This is an optimization exercise on Yosys and OpenROAD, whose aim is small area, a short achievable clock period and few clock cycles, not a production implementation. RTL that was checked went through simulation tests only; none was proved equivalent to the original. No functional check of the RTL was part of runs 2 to 4.

**run.sh**
```bash
#!/bin/bash
# synth_recipe.tcl (not shown) runs the flow's synth.tcl, then flattens the netlist and writes it again
# the make line also repeats each setting of config.mk as NAME=value (left out here)
make -C /OpenROAD-flow-scripts/flow DESIGN_CONFIG=/design/flow/config.mk WORK_HOME=/design/flow/orfs CLKGATE_MAP_FILE= SYNTH_SCRIPT=/design/flow/synth_recipe.tcl finish
```
**config.mk**
```make
export PLATFORM = sky130hd
export DESIGN_NAME = muldiv
export DESIGN_NICKNAME = muldiv
export VERILOG_FILES = /design/flow/design.v
export SDC_FILE = /design/flow/constraint.sdc
export NUM_CORES = 4
export LEC_CHECK = 0
export CAP_MARGIN = 20
export CORE_MARGIN = 2
export CORE_UTILIZATION = 40
export SLEW_MARGIN = 20
```
**design.v**
```verilog
`timescale 10ns/1ns
module muldiv (result, valid, clock, reset, start, opera1, opera2, muordi);
output [63:0] result;
output valid;
input [31:0] opera1;
input [63:0] opera2;
input  start, reset, muordi, clock;
reg  valid, OPE, w4;
reg [63:0] result, result_copy;
reg [31:0] opera1_copy, opera1_copydiv;
reg [5:0] i;
reg [1:0] cust;
wire w2, w3;
wire [31:0] opera1_not, opera1_copy_not;
wire [63:0] opera2_not, result_not;
wire [31:0] w1, w9, w10, w13, D, A, sum;
wire [63:0] B, w11, w12;
parameter Q0 = 2'b00,    
          Q2 = 2'b01,    
          Q3 = 2'b10,    
          Q4 = 2'b11;    
assign A = 32'h00000000;
assign B = 64'h0000000000000000;
assign w2 = opera1[31];
assign w3 = opera2[63];
assign opera1_not = w2 ? ~opera1 : opera1;
assign opera1_copy_not = w2 ? opera1 : ~opera1;
assign opera2_not = w3 ? ~opera2 : opera2;
assign result_not = ~result_copy;
Add_rca M1 ( w10, , opera1_not, A, w2);           
Add_rca M6 ( w13, , opera1_copy_not, A, ~w2);     
Add_rca64 M2 ( w11, , opera2_not, B, w3);         
Add_rca64 M4 ( w12, , result_not, B, 1'b1);       
assign D = result_copy[63:32];
Add_rca M3 ( w1, , opera1_copy, D, 1'b0);         
Add_rca M5 ( w9, , opera1_copydiv, D, 1'b0);      
assign sum = OPE ? w9 : w1;
always @(posedge clock or posedge reset)
begin
    if (reset) begin
        cust <= Q0;
        valid <= 1'b0;
        result <= 64'h0000000000000000;
    end else if (start) begin
        valid <= 1'b0;
        i <= 6'd0;
        w4 <= w2 ^ w3;
        opera1_copy <= w10;
        opera1_copydiv <= w13;
        if (muordi == 1'b0) begin
            OPE <= 1'b0;
            result_copy <= {32'h00000000, w11[31:0]};
            cust <= Q2;
        end else begin
            OPE <= 1'b1;
            result_copy <= w11;
            cust <= Q3;
        end
    end else begin
        case (cust)
        Q2: begin  
            if (result_copy[0])
                result_copy <= {1'b0, w1, result_copy[31:1]};
            else
                result_copy <= {1'b0, result_copy[63:1]};
            i <= i + 6'd1;
            if (i == 6'd31)
                cust <= Q4;
        end
        Q3: begin  
            OPE <= ~sum[31];
            if (i == 6'd32) begin
                result_copy <= {sum, result_copy[30:0], ~sum[31]};
                cust <= Q4;
            end else begin
                result_copy <= {sum[30:0], result_copy[31:0], ~sum[31]};
            end
            i <= i + 6'd1;
        end
        Q4: begin  
            result <= w4 ? w12 : result_copy;
            valid <= 1'b1;
            cust <= Q0;
        end
        default: ;
        endcase
    end
end
endmodule
`timescale 10ns/1ns
module Add_rca64 (sum, c_out, a, b, c_in);
output [63:0] sum;
output c_out;
  input [63:0] a, b;
input c_in;
wire c_in32, c_out;
wire [63:0] sum;
  Add_rca M1 (sum[31:0], c_in32, a[31:0], b[31:0], c_in);
  Add_rca M2 (sum[63:32], c_out, a[63:32], b[63:32], c_in32);
endmodule
`timescale 10ns/1ns
module Add_rca (sum, c_out, a, b, c_in);
output [31:0] sum;
output c_out;
  input [31:0] a, b;
input c_in;
wire c_in4, c_in8, c_in12, c_in16, c_in20, c_in24, c_in28, c_out;
wire [31:0] sum;
  Add_rca_4 M1 (sum[3:0], c_in4, a[3:0], b[3:0], c_in);
  Add_rca_4 M2 (sum[7:4], c_in8, a[7:4], b[7:4], c_in4);
  Add_rca_4 M3 (sum[11:8], c_in12, a[11:8], b[11:8], c_in8);
  Add_rca_4 M4 (sum[15:12], c_in16, a[15:12], b[15:12], c_in12);
  Add_rca_4 M5 (sum[19:16], c_in20, a[19:16], b[19:16], c_in16);
  Add_rca_4 M6 (sum[23:20], c_in24, a[23:20], b[23:20], c_in20);
  Add_rca_4 M7 (sum[27:24], c_in28, a[27:24], b[27:24], c_in24);
  Add_rca_4 M8 (sum[31:28], c_out, a[31:28], b[31:28], c_in28);
endmodule
`timescale 10ns/1ns
module Add_rca_4 (sum, c_out, a, b, c_in);
  output [3: 0] sum;
output c_out;
  input [3: 0] a, b;
input c_in;
wire [3: 0] sum;
wire c_in2, c_in3, c_in4;
Add_full M1 (sum[0], c_in2, a[0], b[0], c_in);
Add_full M2 (sum[1], c_in3, a[1], b[1], c_in2);
Add_full M3 (sum[2], c_in4, a[2], b[2], c_in3);
Add_full M4 (sum[3], c_out, a[3], b[3], c_in4);
endmodule
`timescale 10ns/1ns
module Add_full (sum, c_out, a, b, c_in);
output sum, c_out;
input a, b, c_in;
wire w1, w2, w3;
Add_half M1 (w1, w2, a, b);
Add_half M2 (sum, w3, w1, c_in);
or M3 (c_out, w2, w3);
endmodule
`timescale 10ns/1ns
module Add_half (sum, c_out, a, b);
output sum, c_out;
input a, b;
xor M1 (sum, a, b);
and M2 (c_out, a, b);
endmodule
```
**constraint.sdc**
```tcl
create_clock -name core_clock -period 14.0 [get_ports {clock}]
set_input_delay 2.8000 -clock core_clock [delete_from_list [all_inputs] [get_ports {clock}]]
set_output_delay 2.8000 -clock core_clock [all_outputs]
set_load 0.01 [all_outputs]
```
==> results by group, run 1 <==
Synthesis
  – Synth Flop Type: edfxtp_1
  – Multiplexer area fraction after synthesis: between 10% and 20%
  – Adder-Cell Fraction of Synth Area: between 20% and 30%
  – Async set-or-reset flop fraction in the synthesized netlist: between 30% and 40%
  – Post-Synth XOR/XNOR Area: 6.24%
  – Post-synthesis cell count: ~1200
  – Top cell type's share of synthesized area: about 28%
  – Synth Area in Compound Gates: 6.79%
  – Post-synthesis sequential area ratio: roughly two fifths
  – Syn_area_per_cell: roughly 12 um2
  – Number of distinct library cells after synthesis: between 40 and 50
  – Synthesis-stage register bit count: around 200
  – Main combinational cell family by area after synthesis: adder cells
  – Post-synth EDFFs: around 140
  – Cell area after synthesis: between 10000 and 15000 um2
  – Synth top area cells: edfxtp_1 28%, ha_1 17%, dfrtp_1 12%
  – Mapped Nets: 1570
  – Synth warnings: 1
  – Top cell type by total area after synthesis: edfxtp_1
  – Post-synthesis simple-gate area fraction: under 10%

Timing
  – Slew Limit Headroom: about 29%
  – Final hold vios: 0
  – Post-route worst setup slack: around 0.31 ns
  – Clk_skew: around 0.0071 ns
  – Hold Worst Slack: between 0.4 and 0.5 ns
  – Worst Tran Pin Value: roughly 1.1 ns
  – Fmax achieved: between 70 and 80 MHz
  – Setup violators final: 0
  – Max Slew Vio Count: 0
  – Minimum clock period: 13.69 ns
  – Final Cycle Share: between 90% and 100%

Flow run
  – Maxcap violations: 0

Routing
  – 1st-iter DRT viols: between 500 and 600
  – Pre-antenna DRT Iters: 5
  – Via-to-Cell Ratio: roughly 5.1
  – Antenna-violating nets left: 0
  – Wirelength, routed: around 33000 um
  – Post-DR wirelength/cell: 18.0 um
  – Routed vias: about 9400
  – DRC viols: 0

Worst setup path
  – R2r setup slk: between 0.4 and 0.5 ns
  – Biggest fanout along the worst timing path: 1
  – Critical Path Start: opera2[0]
  – Crit path capture type: flip-flop
  – Most used cell, CP: ha_2
  – Worst Path Arrival: ~14 ns
  – Slowest cell on crit path: clkdlybuf4s50_1
  – CP startpoint kind: input port
  – FF-to-FF Start: result_copy[32]
  – CP top delay family: adder cells
  – Crit path kind: input port to flip-flop
  – Required time of the critical path: 14.24 ns
  – CP max stage delay: ~0.45 ns
  – Buf/Inv on CP: 2

Place
  – Routability cong.: a little under 0.8
  – DP Wirelength: about 24000 um
  – Placed insts: about 1800
  – Place WS: -0.817 ns
  – I/O Buffers: between 150 and 200

Global route
  – Vias in the first global route: 9995
  – Global-route wire length before repair: around 54000 um
  – Grt ovf: 0
  – Largest net degree at the start of global routing: about 110
  – Antenna violations before repair: 0
  – Tot GR Track Use: between 15 and 20%

Floorplanning
  – Row cnt: just under 70
  – Die height: 194 um
  – Die area: 37700 um2
  – Initial Utilization: approximately two fifths
  – Die width: about 190 um
  – Core box area: roughly 36000 um2
  – Boundary Pins: 165

Layout
  – NumNets Final: between 1500 and 2000
  – Antenna cells: 0
  – Filler cell count: roughly 3200
  – Most frequent cells in the layout: 161 x clkdlybuf4s50_1, 135 x edfxtp_1, 133 x ha_1, 125 x mux2i_1, 124 x nand2_1
  – Most common cell after layout, fill and taps aside: clkdlybuf4s50_1
  – Layout area overhead: 22.3%
  – Non-Filler Instances: between 1500 and 2000
  – Layout cells sized above 1: between 15 and 20%

Clocking
  – Clock Pin Slew Worst Setup and Hold Paths: 0.06 ns
  – # Post-CTS Setup Buffers: 0
  – Maximum clock path buffer count: 3
  – Clock tree root buffer cell: clkbuf_16
  – # hold bufs at CTS: 0
  – Clock Latency Late Sink: around 0.52 ns
  – Clk sinks: just over 200
  – CTS tree: yes
  – CTS buffer count: 24
  – Max H-tree Level: 1

Run status
  – Status: complete, no violations

Hold path
  – Hold WC Path Type: flip-flop to flip-flop
  – HP Start: result[8]
-- flip-flops by register name, indices dropped and copies added (netlist names) --
register        flops
valid               1
i                   6
result_copy        64
opera1_copydiv     31
cust                2
opera1_copy        32
w4                  1
OPE                 1
result             64
-- cells by family (layout without fill, tap and decap cells) --
logic type	count (synthesis)	count (layout)
multiplexers	154	154
XOR/XNOR	103	103
adder cells (fa/ha/maj)	253	253
buffers and inverters	176	340
AND/OR/NAND/NOR	158	158
AO/OA/AOI/OAI	171	171
flip-flops	202	202
-- path summary, 6_finish.rpt --
kind | to | cells past startpoint
worst max-delay path | result_copy[63] | 67
worst min-delay path | result[8] | 2
worst max register to register | result_copy[63] | 37
worst min register to register | result[8] | 2
max in group asynchronous | result[36] | 3
min in group asynchronous | result[49] | 2
-- metal layers --
metal | GRT usage, % | wire length [um] | vias up
met5 | 0 | 0 | -
met1 | 25.2 | 15600 | 4558
li1 | - | - | 4558
met3 | 2.31 | 1340 | 38
met2 | 29.5 | 15600 | 201
met4 | 3.51 | 523 | 0
-- tightest hold or removal path: cells and delay by family, from the launching register on --
kind	cells	cell delay (ns)
AO/OA/AOI/OAI	1	0.06
flip-flops	1	0.34
AND/OR/NAND/NOR	1	0.04
-- metrics by stage --
| stage | TNS [ns] | util [%] | area, um2 |
|---|---|---|---|
| after floorplan | 0 | - | 14600 |
| after global placement | -3.85 | 47.0 | 16700 |
| after detailed placement | -4.41 | 47.0 | 16700 |
| after CTS | 0 | 49.4 | 17600 |
| after global routing | -0.0295 | 49.7 | 17700 |
| final | 0 | 49.7 | 17700 |
-- cells in the mapped netlist (2+ instances only) --
cell      instances
ha_1            193
a21o_1           22
a21oi_1           8
dfrtp_1          67
xor2_1           95
buf_1             8
mux4_2           28
nand2_1         125
a211oi_1          2
mux2i_1         125
fa_1             60
xnor2_1           8
nor2_1           21
nand3_1           3
edfxtp_1        135
inv_1           109
buf_2            23
a221o_1           7
nor2b_1           2
o21ai_0         122
clkbuf_1         33
-- layout make-up --
cell class	count	area (um2)	area share, %
Clock inverter	10	97.6	0.552
Inverter	110	413	2.34
Timing Repair Buffer	186	1800	10.2
Sequential cell	202	5730	32.4
Clock buffer	34	669	3.79
Tap cell	461	577	3.26
Multi-Input combinational cell	839	8390	47.5
-- what timing repair did --
item                                    CTS  global route
gates resized for setup                  33            22
pin swaps                                 0            14
endpoints found under the setup margin    6             6
Testbench counts, summed over its fixed seeds: cycles 82,817.
==> run 2, diff against run 1 <==
==> design.v (replaced) <==
module muldiv (result, valid, clock, reset, start, opera1, opera2, muordi);
output [63:0] result;
output valid;
input [31:0] opera1;
input [63:0] opera2;
input  start, reset, muordi, clock;
reg        valid;
reg        busy;       
reg        dv;         
reg        pre;        
reg        post;       
reg        cdv;        
reg        prev;       
reg [3:0]  cnt;
reg [64:0] P;          
reg [32:0] M;          
assign result = P[63:0];
wire dolast = dv ? (cnt == 4'd15) : (cnt == 4'd7);
wire b1_one = P[0] ^ prev;
wire b1_two = (P[1] & ~P[0] & ~prev) | (~P[1] & P[0] & prev);
wire b1_neg = P[1];
wire b2_one = P[2] ^ P[1];
wire b2_two = (P[3] & ~P[2] & ~P[1]) | (~P[3] & P[2] & P[1]);
wire b2_neg = P[3];
wire [34:0] Mx  = {{2{M[32]}}, M};
wire [34:0] M2x = {M[32], M, 1'b0};
reg  negcyc;           
wire        s1_one = dv ? ~negcyc : b1_one;
wire        s1_two = dv ? 1'b0    : b1_two;
wire        s1_neg = dv ? 1'b0    : b1_neg;
wire        s2_one = dv ? ~negcyc : b2_one;
wire        s2_two = dv ? 1'b0    : b2_two;
wire        s2_neg = dv ? 1'b0    : b2_neg;
wire [34:0] B1 = (({35{s1_one}} & Mx) | ({35{s1_two}} & M2x)) ^ {35{s1_neg}};
wire [34:0] B2 = (({35{s2_one}} & Mx) | ({35{s2_two}} & M2x)) ^ {35{s2_neg}};
wire [34:0] A1 = negcyc ? {3'b000, ~P[31:0]} :
                 dv     ? {2'b00, P[63:31]} :
                          {{2{P[64]}}, P[64:32]};
wire        c1 = negcyc ? 1'b1 : dv ? cdv : s1_neg;
wire [34:0] S1 = A1 + B1 + {34'd0, c1};
wire        q1 = ~S1[34];
wire [31:0] r1 = q1 ? S1[31:0] : P[62:31];
wire [34:0] A2 = negcyc ? {3'b000, ~P[63:32]} :
                 dv     ? {2'b00, r1, P[30]} :
                          {{2{S1[34]}}, S1[34:2]};
wire        c2 = negcyc ? S1[32] : dv ? cdv : s2_neg;
wire [34:0] S2 = A2 + B2 + {34'd0, c2};
wire        q2 = ~S2[34];
wire [31:0] r2 = (q2 | dolast) ? S2[31:0] : {r1[30:0], P[30]};
always @(posedge clock or posedge reset)
begin
    if (reset) begin
        valid <= 1'b0;
        busy <= 1'b0;
        negcyc <= 1'b0;
    end else if (start) begin
        valid <= 1'b0;
        busy <= 1'b1;
        negcyc <= muordi & opera2[63];
    end else if (busy) begin
        if (negcyc) begin
            negcyc <= 1'b0;
            if (~pre) begin
                busy <= 1'b0;
                valid <= 1'b1;
            end
        end else if (dolast) begin
            if (dv & post)
                negcyc <= 1'b1;
            else begin
                busy <= 1'b0;
                valid <= 1'b1;
            end
        end
    end
end
always @(posedge clock)
begin
    if (start) begin
        dv <= muordi;
        cnt <= 4'd0;
        prev <= 1'b0;
        post <= muordi & (opera1[31] ^ opera2[63]);
        pre <= muordi & opera2[63];
        cdv <= ~opera1[31];
        if (muordi) begin
            M <= {1'b1, opera1[31] ? opera1 : ~opera1};
            P <= {1'b0, opera2};
        end else begin
            M <= {opera2[63], opera2[31:0]};
            P <= {33'd0, opera1};
        end
    end else if (busy) begin
        if (negcyc) begin
            P <= {1'b0, S2[31:0], S1[31:0]};
            pre <= 1'b0;
        end else begin
            cnt <= cnt + 4'd1;
            if (dv)
                P <= {1'b0, r2, P[29:0], q1, q2};
            else begin
                P <= {S2[34:2], S2[1:0], S1[1:0], P[31:4]};
                prev <= P[3];
            end
        end
    end
end
endmodule
==> run 2 against run 1 <==
  * Design area fell by 12%
  * Worst setup slack gained 4.0 ns
  * Still clean
  * Global-route usage grew 10 points
  * Largest cell class unchanged
==> results by group, run 2 <==
Run status
  – Status: complete, no violations

Timing
  – Slew Limit Headroom: a little over a quarter
  – Final hold vios: 0
  – Minimum clock period: 9.71 ns
  – Setup violators final: 0
  – Worst Tran Pin Value: roughly 1.1 ns
  – Clk_skew: ~0.020 ns
  – Fmax achieved: 103 MHz
  – Max Slew Vio Count: 0
  – Final Cycle Share: between 60% and 70%
  – Hold Worst Slack: 0.521 ns
  – RSZ-0062 raised after global routing: false
  – Setup TNS: 0 ns

Layout
  – Max reg flops: 65
  – Antenna cells: 0
  – Reg with most FFs: P
  – Most frequent cells in the layout: 161 x clkdlybuf4s50_1, 151 x a21oi_1, 119 x nand2_1, 107 x mux2i_1, 102 x edfxtp_1
  – Multi-input gate area: 9500 um2
  – Layout area overhead: 12.1%
  – Layout cells sized above 1: a little over 7%
  – Filler cell count: between 3000 and 4000
  – NumNets Final: roughly 1800
  – Final Cell Area: between 15000 and 20000 um2
  – Regs by FF count: P: 65 flops, M: 33 flops, cnt: 4 flops
  – Fin util: 45.1%
  – Non-Filler Instances: 2114
  – Most common cell after layout, fill and taps aside: clkdlybuf4s50_1
  – Register area: between 3000 and 4000 um2

Synthesis
  – Synthesis-stage register bit count: between 100 and 150
  – Number of distinct library cells after synthesis: 88
  – Cell area after synthesis: 13800 um2
  – Synth top area cells: edfxtp_1 22%, mux2i_1 7.8%, ha_1 6.1%
  – Post-synthesis sequential area ratio: 23.5%
  – Post-synth EDFFs: 102
  – Synth Flop Type: edfxtp_1
  – Count leader, synth: a21oi_1
  – Syn_area_per_cell: roughly 8.4 um2
  – Mapped Nets: 1810
  – Most frequent cells after synthesis: 153 x a21oi_1, 121 x nand2_1, 107 x mux2i_1
  – Async set-or-reset flop fraction in the synthesized netlist: under 10%
  – Synth warnings: 1
  – Top cell type by total area after synthesis: edfxtp_1
  – Post-synthesis cell count: approximately 1600
  – Top cell type's share of synthesized area: between 20 and 25%

Floorplanning
  – Core box area: 34300 um2
  – Die width: ~190 um
  – Die area: between 30000 and 40000 um2
  – Initial Utilization: around two fifths
  – Row cnt: 68
  – Die height: 190 um
  – Boundary Pins: around 170

Routing
  – Post-DR wirelength/cell: between 20 and 25 um
  – 1st-iter DRT viols: between 1500 and 2000
  – Wirelength, routed: 51300 um
  – Routed vias: 13200
  – Pre-antenna DRT Iters: 7
  – Antenna-violating nets left: 0
  – DRC viols: 0
  – Via-to-Cell Ratio: 6.25

Clocking
  – Clock Pin Slew Worst Setup and Hold Paths: approximately 0.08 ns
  – Post-CTS sizing: 0
  – Clk sinks: 110
  – Max H-tree Level: 3
  – Clock Latency Late Sink: roughly 0.39 ns
  – CTS buffer count: 9
  – CTS tree: yes
  – Clock tree root buffer cell: clkbuf_16
  – # hold bufs at CTS: 0
  – # Post-CTS Setup Buffers: 0
  – Maximum clock path buffer count: 2

Worst setup path
  – Crit path kind: flip-flop to flip-flop
  – CP max stage delay: roughly 0.90 ns
  – Required time of the critical path: 14.12 ns
  – CP startpoint kind: flip-flop
  – Worst Path Arrival: 9.83 ns
  – Biggest fanout along the worst timing path: between 70 and 80
  – Slowest cell on crit path: buf_4
  – Most used cell, CP: buf_4
  – Crit path capture type: flip-flop

Place
  – DP Wirelength: between 30000 and 40000 um
  – Placed insts: around 2100
  – Routability cong.: roughly 0.93
  – I/O Buffers: 164
  – DP Area: 15200 um2

Hold path
  – Hold WC Path Type: flip-flop to flip-flop

Global route
  – Grt ovf: 0
  – Global-route wire length before repair: 76300 um
  – Largest net degree at the start of global routing: slightly above 80
  – Tot GR Track Use: 27.9%
  – Vias in the first global route: approximately 12000
  – Antenna violations before repair: 0

Flow run
  – Maxcap violations: 0
run 2: kinds of logic (layout without fill, tap and decap cells):
| family | Yosys count | count (layout) | synth area share (%) |
|---|---|---|---|
| buffers and inverters | 211 | 231 | 7.85 |
| adders and majority gates | 71 | 71 | 6.65 |
| DFF | 110 | 110 | 23.5 |
| xor gates and xnor gates | 153 | 153 | 9.71 |
| muxes | 152 | 152 | 11.5 |
| and+or+nand+nor | 396 | 396 | 14.0 |
| AOI/OAI and AO/OA | 546 | 546 | 26.8 |
run 2: final timing paths:
path,startpoint,endpoint,slack [ns],cells after the start
worst min register to register,valid,valid,0.52,1
worst min-delay path,valid,valid,0.52,1
worst max-delay path,dv,P[62],4.29,28
min in group asynchronous,reset,busy,2.57,2
max in group asynchronous,reset,negcyc,11.29,2
worst max register to register,dv,P[62],4.29,28
run 2: critical path: cells and delay by family, from the launching register on:
kind	cells	cell delay, ns
flip-flops	1	0.33
AO/OA/AOI/OAI	17	4.53
adder cells (fa/ha/maj)	3	1.47
AND/OR/NAND/NOR	2	0.27
XOR/XNOR	1	0.16
buffers and inverters	5	2.60
run 2: area by class of cell:
class,count,area share (%)
Clock buffer,14,1.64
Sequential cell,110,21.0
Clock inverter,2,0.0647
Multi-Input combinational cell,1318,61.4
Timing Repair Buffer,183,11.5
Inverter,32,0.776
Tap cell,455,3.68
run 2: metrics by stage:
| stage | worst slack [ns] |
|---|---|
| after floorplan | 6.93 |
| after global routing | 3.75 |
| after global placement | 4.69 |
| after CTS | 4.37 |
| after detailed placement | 4.44 |
| final | 4.29 |
run 2: per-layer routing:
| metal | routed length (um) | track usage [%] |
|---|---|---|
| met4 | 1060 | 7.10 |
| met2 | 21800 | 41.3 |
| met3 | 4550 | 4.28 |
| met1 | 23900 | 42.1 |
| met5 | 0 | 0 |
==> run 3, diff against run 2 <==
--- a/config.mk
+++ b/config.mk
@@ -5,7 +5,8 @@
 export SDC_FILE = /design/flow/constraint.sdc
 export NUM_CORES = 4
 export LEC_CHECK = 0
+export ABC_CLOCK_PERIOD_IN_PS = 3000
 export CAP_MARGIN = 20
 export CORE_MARGIN = 2
-export CORE_UTILIZATION = 40
+export CORE_UTILIZATION = 60
 export SLEW_MARGIN = 20
==> run 3 against run 2 <==
  * Still clean
  * Worst setup slack improved by 0.19 ns
  * Hold slack got worse by 0.0040 ns
  * First-iteration DRC count increased by 37%
==> results by group, run 3 <==
Run status
  – Status: complete, no violations

Timing
  – RSZ-0062 raised after global routing: false
  – Slew Limit Headroom: about a quarter
  – Fmax achieved: around 110 MHz
  – Post-route worst setup slack: roughly 4.5 ns
  – Final Cycle Share: 68.0%
  – Setup violators final: 0
  – Max Slew Vio Count: 0
  – Setup TNS: 0 ns
  – Final hold vios: 0
  – Clk_skew: 0.0193 ns
  – Worst Tran Pin Value: 1.11 ns
  – Minimum clock period: around 9.5 ns

Floorplanning
  – Die area: roughly 24000 um2
  – Die height: about 160 um
  – Row cnt: 55
  – Die width: 156 um
  – Boundary Pins: roughly 170
  – Initial Utilization: between 60% and 70%
  – Core box area: around 23000 um2

Worst setup path
  – CP startpoint kind: flip-flop
  – Worst path cell trace: buf_4 -> o21ai_0 -> fa_1 -> fa_1 -> nor2b_4 -> o2111ai_1 -> a31oi_1 -> a311oi_1 -> a31oi_4 -> buf_4 -> nor2_1 -> a21oi_1 -> mux2i_1 -> mux2i_1 -> ha_1 -> a211oi_1 -> o41ai_1 -> o311ai_1 -> o211ai_1 -> a21oi_2 -> o22ai_2 -> a222oi_1 -> o211ai_1
  – CP top delay family: compound AO/OA/AOI/OAI gates
  – Slowest cell on crit path: dfrtp_4
  – Required time of the critical path: around 14 ns
  – Crit path kind: flip-flop to flip-flop
  – CP max stage delay: 0.85 ns
  – Worst Path Arrival: a little under 10 ns
  – Buf/Inv on CP: 2
  – Biggest fanout along the worst timing path: a little under 90
  – Crit path capture type: flip-flop

Place
  – DP Area: roughly 15000 um2
  – Place WS: 4.70 ns
  – Routability cong.: between 0.9 and 1
  – I/O Buffers: around 160
  – DP Wirelength: around 36000 um

Routing
  – Pre-antenna DRT Iters: 9
  – 1st-iter DRT viols: about 2200
  – Post-DR wirelength/cell: 25.0 um
  – Wirelength, routed: between 40000 and 50000 um
  – Via-to-Cell Ratio: 7.02
  – DRC viols: 0
  – Antenna-violating nets left: 0
  – Routed vias: 13600

Clocking
  – Clock tree root buffer cell: clkbuf_16
  – Max H-tree Level: 3
  – Clk sinks: 110
  – Post-CTS sizing: 0
  – # Post-CTS Setup Buffers: 0
  – # hold bufs at CTS: 0
  – CTS buffer count: 9
  – Clock Latency Late Sink: between 0.3 and 0.4 ns
  – CTS tree: yes
  – Maximum clock path buffer count: 2
  – Clock Pin Slew Worst Setup and Hold Paths: around 0.09 ns

Synthesis
  – Top cell type by total area after synthesis: edfxtp_1
  – Number of distinct library cells after synthesis: 88
  – Count leader, synth: a21oi_1
  – Most frequent cells after synthesis: 153 x a21oi_1, 121 x nand2_1, 107 x mux2i_1
  – Post-synth EDFFs: 102
  – Synth Flop Type: edfxtp_1
  – Post-synthesis sequential area ratio: between 20% and 30%
  – Top cell type's share of synthesized area: ~22%
  – Async set-or-reset flop fraction in the synthesized netlist: under 10%
  – Mapped Nets: 1810
  – Post-synthesis cell count: between 1500 and 2000
  – Synth warnings: 1
  – Synth top area cells: edfxtp_1 22%, mux2i_1 7.8%, ha_1 6.1%
  – Syn_area_per_cell: between 8 and 9 um2
  – Synthesis-stage register bit count: 110
  – Cell area after synthesis: between 10000 and 15000 um2

Layout
  – Reg with most FFs: P
  – Filler cell count: approximately 1900
  – Register area: ~3200 um2
  – Layout area overhead: 10.8%
  – Layout cells sized above 1: 7.01%
  – Regs by FF count: P: 65 flops, M: 33 flops, cnt: 4 flops
  – NumNets Final: 1821
  – Most common cell after layout, fill and taps aside: clkdlybuf4s50_1
  – Final Cell Area: roughly 15000 um2
  – Most frequent cells in the layout: 161 x clkdlybuf4s50_1, 151 x a21oi_1, 119 x nand2_1, 107 x mux2i_1, 102 x edfxtp_1
  – Max reg flops: 65
  – Multi-input gate area: between 9000 and 10000 um2
  – Antenna cells: 0

Global route
  – Largest net degree at the start of global routing: ~140
  – Global-route wire length before repair: 72600 um
  – Vias in the first global route: 12300
  – Antenna violations before repair: 0
  – Tot GR Track Use: between 30% and 40%
  – Grt ovf: 0

Flow run
  – Maxcap violations: 0

Hold path
  – Hold WC Path Type: flip-flop to flip-flop
## run 3: changes by cell type in the layout (fill, tap and decap cells not counted), sizes merged
cell,previous run,this run
inv,32,33
clkbuf,14,9
clkinv,2,5
bufinv,0,1
buf,22,18
## run 3: cell type report
| type | instances | area share, % |
|---|---|---|
| inverter | 32 | 0.786 |
| multi-input combinational | 1318 | 62.2 |
| tap | 285 | 2.33 |
| clock buffer | 9 | 1.47 |
| clock inverter | 7 | 0.557 |
| timing repair buffer | 179 | 11.5 |
| sequential | 110 | 21.2 |
## run 3: worst paths after layout
path                        start  endpoint  slack, ns  depth (start not counted)
max reg2reg                negcyc     P[62]       4.48                         23
max                        negcyc     P[62]       4.48                         23
min                         valid     valid       0.52                          1
min in group asynchronous   reset     valid       2.60                          2
min reg2reg                 valid     valid       0.52                          1
max in group asynchronous   reset    negcyc      11.25                          2
## run 3: layer usage
metal | GRT usage (%) | wire (um) | vias to the layer above
li1 | - | - | 6131
met1 | 58.6 | 20400 | 6423
met2 | 58.3 | 20700 | 984
met3 | 6.61 | 6390 | 75
met4 | 7.86 | 869 | 0
met5 | 0 | 0 | -
## run 3: per-stage QoR
| step | utilization, % | hold WS, ns | instances |
|---|---|---|---|
| 6_report | 67.5 | 0.517 | 1940 |
| 5_1_grt | 67.5 | 0.525 | 1940 |
| 4_1_cts | 67.5 | 0.512 | 1940 |
| 3_5_place_dp | 66.2 | 0.495 | 1924 |
| 3_3_place_gp | 66.2 | 0.490 | 1924 |
| 2_1_floorplan | - | 0.475 | 1639 |
## run 3: logic make-up after synthesis
logic type | synth area share [%]
adders and majority gates | 6.65
and+or+nand+nor | 14.0
AOI/OAI and AO/OA | 26.8
DFF | 23.5
xor gates and xnor gates | 9.71
muxes | 11.5
buffers and inverters | 7.85
==> run 4, diff against run 3 <==
--- a/config.mk
+++ b/config.mk
@@ -5,8 +5,8 @@
 export SDC_FILE = /design/flow/constraint.sdc
 export NUM_CORES = 4
 export LEC_CHECK = 0
-export ABC_CLOCK_PERIOD_IN_PS = 3000
 export CAP_MARGIN = 20
 export CORE_MARGIN = 2
 export CORE_UTILIZATION = 60
+export SETUP_SLACK_MARGIN = 5
 export SLEW_MARGIN = 20
==> run 4 against run 3 <==
  * Still clean on timing, DRC and antenna
  * Die area did not move
  * Synthesized area unchanged
  * Via count grew 0.57%
  * Hold slack gained 0.00066 ns
  * Wire length up 0.80%
  * Final cell count rose by 0.21%
  * Core utilization grew 0.29 points
  * First-iteration DRC count is 1.7% lower
  * Flip-flop and latch count stayed put
  * Critical endpoint unchanged
  * Highest routed layer unchanged
==> results by group, run 4 <==
Timing
  – Max Slew Vio Count: 0
  – Slew Limit Headroom: approximately a quarter
  – Fmax achieved: between 100 and 150 MHz
  – Final Cycle Share: between 60% and 70%
  – Setup TNS: 0 ns
  – Worst Tran Pin Value: approximately 1.1 ns
  – RSZ-0062 raised after global routing: false
  – Hold Worst Slack: 0.518 ns
  – Minimum clock period: ~8.6 ns
  – Final hold vios: 0
  – Clk_skew: roughly 0.019 ns
  – Setup violators final: 0

Worst setup path
  – Worst Path Arrival: 8.68 ns
  – CP startpoint kind: flip-flop
  – R2r setup slk: about 5.4 ns
  – Required time of the critical path: around 14 ns
  – Crit path capture type: flip-flop
  – Crit path kind: flip-flop to flip-flop
  – Biggest fanout along the worst timing path: just under 70

Synthesis
  – Synthesis-stage register bit count: 110
  – Mapped Nets: 1810
  – Synth Flop Type: edfxtp_1
  – Synth top area cells: edfxtp_1 22%, mux2i_1 7.8%, ha_1 6.1%
  – Syn_area_per_cell: between 8 and 9 um2
  – Post-synthesis sequential area ratio: 23.5%
  – Count leader, synth: a21oi_1
  – Cell area after synthesis: 13800 um2
  – Top cell type by total area after synthesis: edfxtp_1
  – Async set-or-reset flop fraction in the synthesized netlist: 2.73%
  – Top cell type's share of synthesized area: about 22%
  – Number of distinct library cells after synthesis: between 80 and 90
  – Post-synthesis cell count: 1639
  – Synth warnings: 1
  – Most frequent cells after synthesis: 153 x a21oi_1, 121 x nand2_1, 107 x mux2i_1
  – Post-synth EDFFs: roughly 100

Clocking
  – CTS tree: yes
  – Clock Pin Slew Worst Setup and Hold Paths: ~0.09 ns
  – Clk sinks: 110
  – CTS buffer count: 9
  – Clock Latency Late Sink: 0.38 ns
  – Maximum clock path buffer count: 2
  – Max H-tree Level: 3
  – Clock tree root buffer cell: clkbuf_16

Place
  – DP Wirelength: around 36000 um
  – Placed insts: 1924
  – DP Area: between 10000 and 15000 um2
  – I/O Buffers: approximately 160
  – Routability cong.: 0.996

Floorplanning
  – Row cnt: 55
  – Die height: around 160 um
  – Die area: about 24000 um2
  – Initial Utilization: between 60% and 70%
  – Boundary Pins: roughly 170
  – Core box area: 22600 um2
  – Die width: around 160 um

Routing
  – Pre-antenna DRT Iters: 10
  – Via-to-Cell Ratio: between 7 and 8
  – Wirelength, routed: between 40000 and 50000 um
  – DRC viols: 0
  – Routed vias: between 10000 and 15000
  – 1st-iter DRT viols: approximately 2200
  – Antenna-violating nets left: 0
  – Post-DR wirelength/cell: 25.1 um

Layout
  – Regs by FF count: P: 65 flops, M: 33 flops, cnt: 4 flops
  – Layout cells sized above 1: under 10%
  – Antenna cells: 0
  – Non-Filler Instances: roughly 1900
  – Fin util: between 60% and 70%
  – Most common cell after layout, fill and taps aside: clkdlybuf4s50_1
  – Max reg flops: 65
  – Layout area overhead: 11.2%
  – Reg with most FFs: P
  – Most frequent cells in the layout: 161 x clkdlybuf4s50_1, 151 x a21oi_1, 119 x nand2_1, 107 x mux2i_1, 102 x edfxtp_1
  – NumNets Final: 1825
  – Final Cell Area: about 15000 um2

Global route
  – Largest net degree at the start of global routing: 138
  – Antenna violations before repair: 0
  – Grt ovf: 0
  – Tot GR Track Use: between 30% and 40%
  – Vias in the first global route: around 12000
  – Global-route wire length before repair: 72700 um

Flow run
  – Maxcap violations: 0

Hold path
  – Hold WC Path Type: flip-flop to flip-flop

Run status
  – Status: complete, no violations
[run 4: per-stage QoR]
stage / setup WS, ns
2_1_floorplan: 6.93
5_1_grt: 5.02
6_report: 5.43
3_5_place_dp: 4.70
4_1_cts: 5.01
3_3_place_gp: 4.91
[run 4: layer usage]
layer / GRT usage, % / wire (um) / vias up
li1: - / - / 6146
met1: 58.6 / 20600 / 6491
met2: 58.3 / 21100 / 981
met3: 6.61 / 6190 / 72
met4: 7.86 / 900 / 0
met5: 0 / 0 / -
[run 4: path summary, 6_finish.rpt]
kind,startpoint,endpoint,cells after the start
worst max-delay path,dv,P[62],26
worst min-delay path,valid,valid,1
worst max register to register,dv,P[62],26
worst min register to register,valid,valid,1
max in group asynchronous,reset,negcyc,2
min in group asynchronous,reset,valid,2
[run 4: worst max-delay path, stage by stage (launching register included)]
cell and delay, ns:
edfxtp_1 0.51, clkbuf_16 0.34, inv_1 0.11, nand2_2 0.06
buf_4 0.50, xnor2_1 0.20, fa_1 0.48, fa_1 0.51
nor2b_4 0.14, o2111ai_1 0.20, a31oi_1 0.41, a311oi_1 0.22
a31oi_4 0.20, buf_4 0.54, nor2_1 0.08, a21oi_1 0.33
mux2i_1 0.15, mux2i_1 0.25, ha_1 0.35, a211oi_1 0.41
o41ai_1 0.18, o311ai_2 0.39, o211ai_1 0.30, a21oi_4 0.42
o22ai_2 0.40, a222oi_1 0.40, o211ai_1 0.13
[run 4: layout make-up]
type	instances	area (um2)
inverter	32	120
timing repair buffer	183	1800
multi-input combinational	1318	9530
sequential	110	3240
tap	285	357
fill	1873	7290
clock inverter	7	85.1
clock buffer	9	225
[run 4: logic make-up (layout without fill, tap and decap cells)]
group | Yosys count | after routing | synth area share, %
AOI/OAI and AO/OA | 546 | 546 | 26.8
and+or+nand+nor | 396 | 396 | 14.0
buffers and inverters | 211 | 231 | 7.85
xor gates and xnor gates | 153 | 153 | 9.71
muxes | 152 | 152 | 11.5
DFF | 110 | 110 | 23.5
adders and majority gates | 71 | 71 | 6.65
[run 4: timing repair]
item	in CTS	in global routing
buffers inserted	0	3
cloned	0	1
gates resized for setup	1	5
hold buffers	0	0
endpoints found under the setup margin	20	27
pin swaps	0	1

==> static timing again, ports no longer ideal <==
The flow's constraints put no driver on any port. The routed layouts listed below were extracted and timed again, unchanged, in two steps.
Step 1, drivers: a clkbuf_16 drives clock and a buf_2 each remaining input, both assumed.
Step 2, shift: input delay + t, output delay - t, t = (earliest + latest rising clock arrival at the registers) / 2. This alone moves slack from input paths to output paths.
Slacks: ideal ports / drivers / drivers and shift; pairs: ideal ports / drivers.
run | t, ns | setup WS [ns] | worst hold slack (ns) | worst register clock-pin slew, ns | worst data-port slew with drivers (ns)
run 1 | 0.563 | 0.314 / 0.334 / -0.229 | 0.476 / 0.476 / 0.476 | 0.06 / 0.06 | 0.07
run 2 | 0.431 | 4.287 / 4.287 / 4.287 | 0.521 / 0.521 / 0.521 | 0.09 / 0.09 | 0.04
run 3 | 0.413 | 4.479 / 4.479 / 4.479 | 0.517 / 0.517 / 0.517 | 0.09 / 0.09 | 0.05
run 4 | 0.413 | 5.432 / 5.432 / 5.432 | 0.518 / 0.518 / 0.518 | 0.10 / 0.10 | 0.05
With both steps, setup timing fails in run 1, where it was met with ideal ports. The setup slack of run 1, which loses most, moves by +0.020 ns with the drivers and by -0.543 ns with both steps.
